Background: an optimization exercise with open tools, aiming at small area. Do not read the settings as production practice. Only simulation tests tie the RTL to the original design; equivalence was not proved. Power is estimated from default activity; no workload was simulated.

## run A
==> flow/design.v (excerpt) <==
module CPU(
    input           clk_i,
    input           DataOrReg,
    input [4:0]     address,
    input [7:0]     instr_i,
    input           reset,
    input [1:0]     vout_addr,
    output reg[7:0] value_o,
    output          is_positive,
    output reg[2:0] easter_egg
);
localparam C_OTH = 3'd0, C_ADDI = 3'd1, C_R = 3'd2, C_BR = 3'd3,
           C_LW  = 3'd4, C_SW   = 3'd5, C_VEC = 3'd6;
function [29:0] inc30(input [29:0] x);
    integer i; reg c;
    begin
        c = 1'b1;
        for (i = 0; i < 30; i = i + 1) begin inc30[i] = x[i] ^ c; c = x[i] & c; end
    end
endfunction
function [29:0] add30(input [29:0] x, input [29:0] y);
    integer i; reg c;
    begin
        c = 1'b0;
        for (i = 0; i < 30; i = i + 1) begin
            add30[i] = x[i] ^ y[i] ^ c;
            c = (x[i] & y[i]) | (x[i] & c) | (y[i] & c);
        end
    end
endfunction
function [7:0] add8(input [7:0] x, input [7:0] y, input ci);
    integer i; reg c;
    begin
        c = ci;
        for (i = 0; i < 8; i = i + 1) begin
  ...
export LEC_CHECK = 0
export CAP_MARGIN = 30
export CORE_MARGIN = 2
export CORE_UTILIZATION = 30
export CTS_CLUSTER_DIAMETER = 80
export CTS_CLUSTER_SIZE = 18
export PLACE_DENSITY = 0.36
export SETUP_SLACK_MARGIN = 0.5
export SLEW_MARGIN = 30
create_clock -name core_clock -period 15.0 [get_ports {clk_i}]
standard.sh (not shown) runs the stock make flow with config.mk's settings and CLKGATE_MAP_FILE= SYNTH_SCRIPT=/design/flow/synth_recipe.tcl, a recipe that flattens the netlist after the stock synthesis.
==> flow/flow/run.sh <==
#!/bin/bash
# Layout flow: the standard ORFS flow (standard.sh, standard synthesis
# unchanged), with these changes to how the layout is made:
#  - clock tree synthesis without dummy loads (sink cluster size and
#    diameter as in config.mk);
#  - antenna repair after global routing with a ratio margin
#    (flow/grt_hook.tcl), and up to 10 antenna repair passes after
#    detailed routing;
#  - every input and output port still gets its own buffer, but a plain
#    buf_2 instead of the default choice, a slow delay buffer.
# The full output of the flow goes to flow.log in the work folder; ORFS
# keeps each step's own log under orfs/logs/.
set -euo pipefail
work=$(pwd)
export CTS_ARGS="-sink_clustering_enable -repair_clock_nets -dont_use_dummy_load -sink_clustering_size 18 -sink_clustering_max_diameter 80"
export BUFFER_PORTS_ARGS="-buffer_cell sky130_fd_sc_hd__buf_2"
export PRE_GLOBAL_ROUTE_TCL="$work/flow/grt_hook.tcl"
bash standard.sh MAX_REPAIR_ANTENNAS_ITER_DRT=10 finish > "$work/flow.log" 2>&1
==> flow/flow/grt_hook.tcl <==
# Sourced before global routing (PRE_GLOBAL_ROUTE_TCL). The antenna repair
# after global routing works on estimated wires; give it a ratio margin so
# that fewer violations are left for the slower repair after detailed
# routing.
rename repair_antennas grt_hook_repair_antennas
proc repair_antennas {args} {
  return [grt_hook_repair_antennas {*}$args -ratio_margin 20]
}
Having completed the whole flow, run A delivered a layout that passed the timing, DRC and antenna checks.
Modified inputs, run B compared to run A
==> flow/run.sh (new file) <==
#!/bin/bash
# synth_recipe.tcl (not shown) runs the flow's synth.tcl, then flattens the netlist and writes it again
# the make line also repeats each setting of config.mk as NAME=value (left out here)
make -C /OpenROAD-flow-scripts/flow DESIGN_CONFIG=/design/flow/config.mk WORK_HOME=/design/flow/orfs CLKGATE_MAP_FILE= SYNTH_SCRIPT=/design/flow/synth_recipe.tcl finish
removed: flow/flow/run.sh
removed: flow/flow/grt_hook.tcl
removed: flow/standard.sh
==> comparison <==
Run B completed end to end with timing, DRC and antenna clean.
Global-route usage: run B < run A
Per the comparison of run B with run A, worst endpoint data arrival time did not really move, setup slack lost 0.0078 ns, fraction of layout cells with a size suffix above 1 went up 1.0 points.
Looking at share of the final layout cell area in multi-input gates, run B sits below run A.
Relative to run A, the post-CTS resize count of run B is higher by 31.
Relative contribution of the clock network to total power in run B is 3.7 points above run A.
Summary — met1 track demand over resource in global routing, run B relative to run A: lower, by 0.75 points.
#### Input delta (run C over run B)
==> flow/flow/run.sh (new file) <==
#!/bin/bash
# Layout flow: the standard ORFS flow (standard.sh, standard synthesis
# unchanged), with these changes to how the layout is made:
#  - clock tree synthesis without dummy loads (sink cluster size and
#    diameter as in config.mk);
#  - antenna repair after global routing with a ratio margin
#    (flow/grt_hook.tcl), and up to 10 antenna repair passes after
#    detailed routing;
#  - every input and output port still gets its own buffer, but a plain
#    buf_2 instead of the default choice, a slow delay buffer.
# The full output of the flow goes to flow.log in the work folder; ORFS
# keeps each step's own log under orfs/logs/.
set -euo pipefail
work=$(pwd)
export CTS_ARGS="-sink_clustering_enable -repair_clock_nets -dont_use_dummy_load -sink_clustering_size 18 -sink_clustering_max_diameter 80"
export BUFFER_PORTS_ARGS="-buffer_cell sky130_fd_sc_hd__buf_2"
export PRE_GLOBAL_ROUTE_TCL="$work/flow/grt_hook.tcl"
bash standard.sh MAX_REPAIR_ANTENNAS_ITER_DRT=10 finish > "$work/flow.log" 2>&1
==> flow/flow/grt_hook.tcl (new file) <==
# Sourced before global routing (PRE_GLOBAL_ROUTE_TCL). The antenna repair
# after global routing works on estimated wires; give it a ratio margin so
# that fewer violations are left for the slower repair after detailed
# routing.
rename repair_antennas grt_hook_repair_antennas
proc repair_antennas {args} {
  return [grt_hook_repair_antennas {*}$args -ratio_margin 20]
}
==> flow/standard.sh (new file) <==
#!/bin/bash
# synth_recipe.tcl (not shown) runs the flow's synth.tcl, then flattens the netlist and writes it again
# the make line also repeats each setting of config.mk as NAME=value (left out here)
make -C /OpenROAD-flow-scripts/flow DESIGN_CONFIG=/design/flow/config.mk WORK_HOME=/design/flow/orfs CLKGATE_MAP_FILE= SYNTH_SCRIPT=/design/flow/synth_recipe.tcl "${@:-finish}"
--- a/flow/config.mk
+++ b/flow/config.mk
@@ -10 +10 @@
-export CORE_UTILIZATION = 30
+export CORE_UTILIZATION = 45
@@ -13 +13 @@
-export PLACE_DENSITY = 0.36
+export PLACE_DENSITY = 0.55
removed: flow/run.sh
## What came out
- Between run C and run B, the met1 wire length is lower for run C.
- Final core utilization in run C is 16 points higher than in run B
- Going from run B to run C, the wire length was found to have gone down by 120,000 µm.
- Total of plain and repair buffers excluding clock buffers for run C is lower than for run B.
- Run C against run B: power density over the cells dropped 6.6%; via count of the first global-routing pass dropped 0.99%.
- | final non-filler cell area | run C vs run B | 8200 µm² lower |

* * *

Setup of oak:
Another version of the RTL of CPU (not shown whole).
Size: about 3600 flip-flops.
Settings: LEC_CHECK=0, CAP_MARGIN=30, CORE_MARGIN=2, CORE_UTILIZATION=50, CTS_CLUSTER_DIAMETER=85, CTS_CLUSTER_SIZE=21, PLACE_DENSITY=0.6, SETUP_SLACK_MARGIN=0.4, SLEW_MARGIN=30; clock period 15.0 ns.
==> flow/flow/run.sh <==
#!/bin/bash
# Layout flow: the standard ORFS flow (standard.sh, standard synthesis
# unchanged), with these changes to how the layout is made:
#  - clock tree synthesis without dummy loads (sink cluster size and
#    diameter as in config.mk);
#  - antenna repair after global routing with a ratio margin
#    (flow/grt_hook.tcl), and up to 10 antenna repair passes after
#    detailed routing;
#  - every input and output port still gets its own buffer, but a plain
#    buf_2 instead of the default choice, a slow delay buffer.
# The full output of the flow goes to flow.log in the work folder; ORFS
# keeps each step's own log under orfs/logs/.
set -euo pipefail
work=$(pwd)
export CTS_ARGS="-sink_clustering_enable -repair_clock_nets -dont_use_dummy_load -sink_clustering_size 21 -sink_clustering_max_diameter 85"
export BUFFER_PORTS_ARGS="-buffer_cell sky130_fd_sc_hd__buf_2"
export PRE_GLOBAL_ROUTE_TCL="$work/flow/grt_hook.tcl"
bash standard.sh MAX_REPAIR_ANTENNAS_ITER_DRT=10 finish > "$work/flow.log" 2>&1
==> flow/flow/grt_hook.tcl <==
# Sourced before global routing (PRE_GLOBAL_ROUTE_TCL). The antenna repair
# after global routing works on estimated wires; give it a ratio margin so
# that fewer violations are left for the slower repair after detailed
# routing.
rename repair_antennas grt_hook_repair_antennas
proc repair_antennas {args} {
  return [grt_hook_repair_antennas {*}$args -ratio_margin 20]
}
oak reached the end of the flow, and the finished layout is clean on the timing, DRC and antenna checks.
Setup changes, oak to pine
- a change of CORE_UTILIZATION from 50 to 45
- a change of PLACE_DENSITY from 0.6 to 0.55
[summary]
- Side by side, met1 usage turned out lower in pine than in oak.
- Per the comparison of pine with oak, final area increased by 1000 um2 relative to the old numbers; setup slack shows an increase of 0.22 ns; post-detailed-placement half-perimeter wirelength moved up; fraction of standard cell area that is sequential -0.28 points.
- Looking at oak and pine, the instance count along the most critical hold path is a wash.
- Total wire length after detailed routing, oak and pine: higher on pine
- Relative to oak, the sequential cell fraction of total power of pine is lower by 0.3 points.
Setup changes, pine to birch
- swapping 21 for 18 in CTS_CLUSTER_SIZE
- swapping 0.4 for 0.5 in SETUP_SLACK_MARGIN
- swapping 85 for 80 in CTS_CLUSTER_DIAMETER
--- a/flow/flow/run.sh
+++ b/flow/flow/run.sh
@@ -14,3 +14,3 @@
 work=$(pwd)
-export CTS_ARGS="-sink_clustering_enable -repair_clock_nets -dont_use_dummy_load -sink_clustering_size 21 -sink_clustering_max_diameter 85"
+export CTS_ARGS="-sink_clustering_enable -repair_clock_nets -dont_use_dummy_load -sink_clustering_size 18 -sink_clustering_max_diameter 80"
 export BUFFER_PORTS_ARGS="-buffer_cell sky130_fd_sc_hd__buf_2"
==> summary.txt <==
- birch and pine ended up with roughly the same worst stage delay on the critical path.
- Comparing hold slack for pine and birch, the smaller number came from birch.
- Of the two values seen for last element of the critical path, value_o[1] was produced by pine and value_o[5] by birch.
- Re total of clock buffers placed in the layout: pine was lower than birch.
- Compared to pine, birch has transition time at the pin with the least slew margin 0.057 ns higher.
- birch vs pine, master of the slowest instance on the critical path: sky130_fd_sc_hd__o31ai_1 vs sky130_fd_sc_hd__o22ai_2
- Sequential fraction of total cell area in birch vs pine: down 0.19 points
- Proportion of power drawn by the clock network delta for birch relative to pine: 1.2 points higher
- The worst setup slack of birch is lower than that of pine.
- [compare] base=pine new=birch: total power shows an increase of 2.0%; clock edge transition at the registers on the reported setup and hold paths held; non-clock buffer count saw little to no change; total non-filler cell area in the finished layout saw an increase.
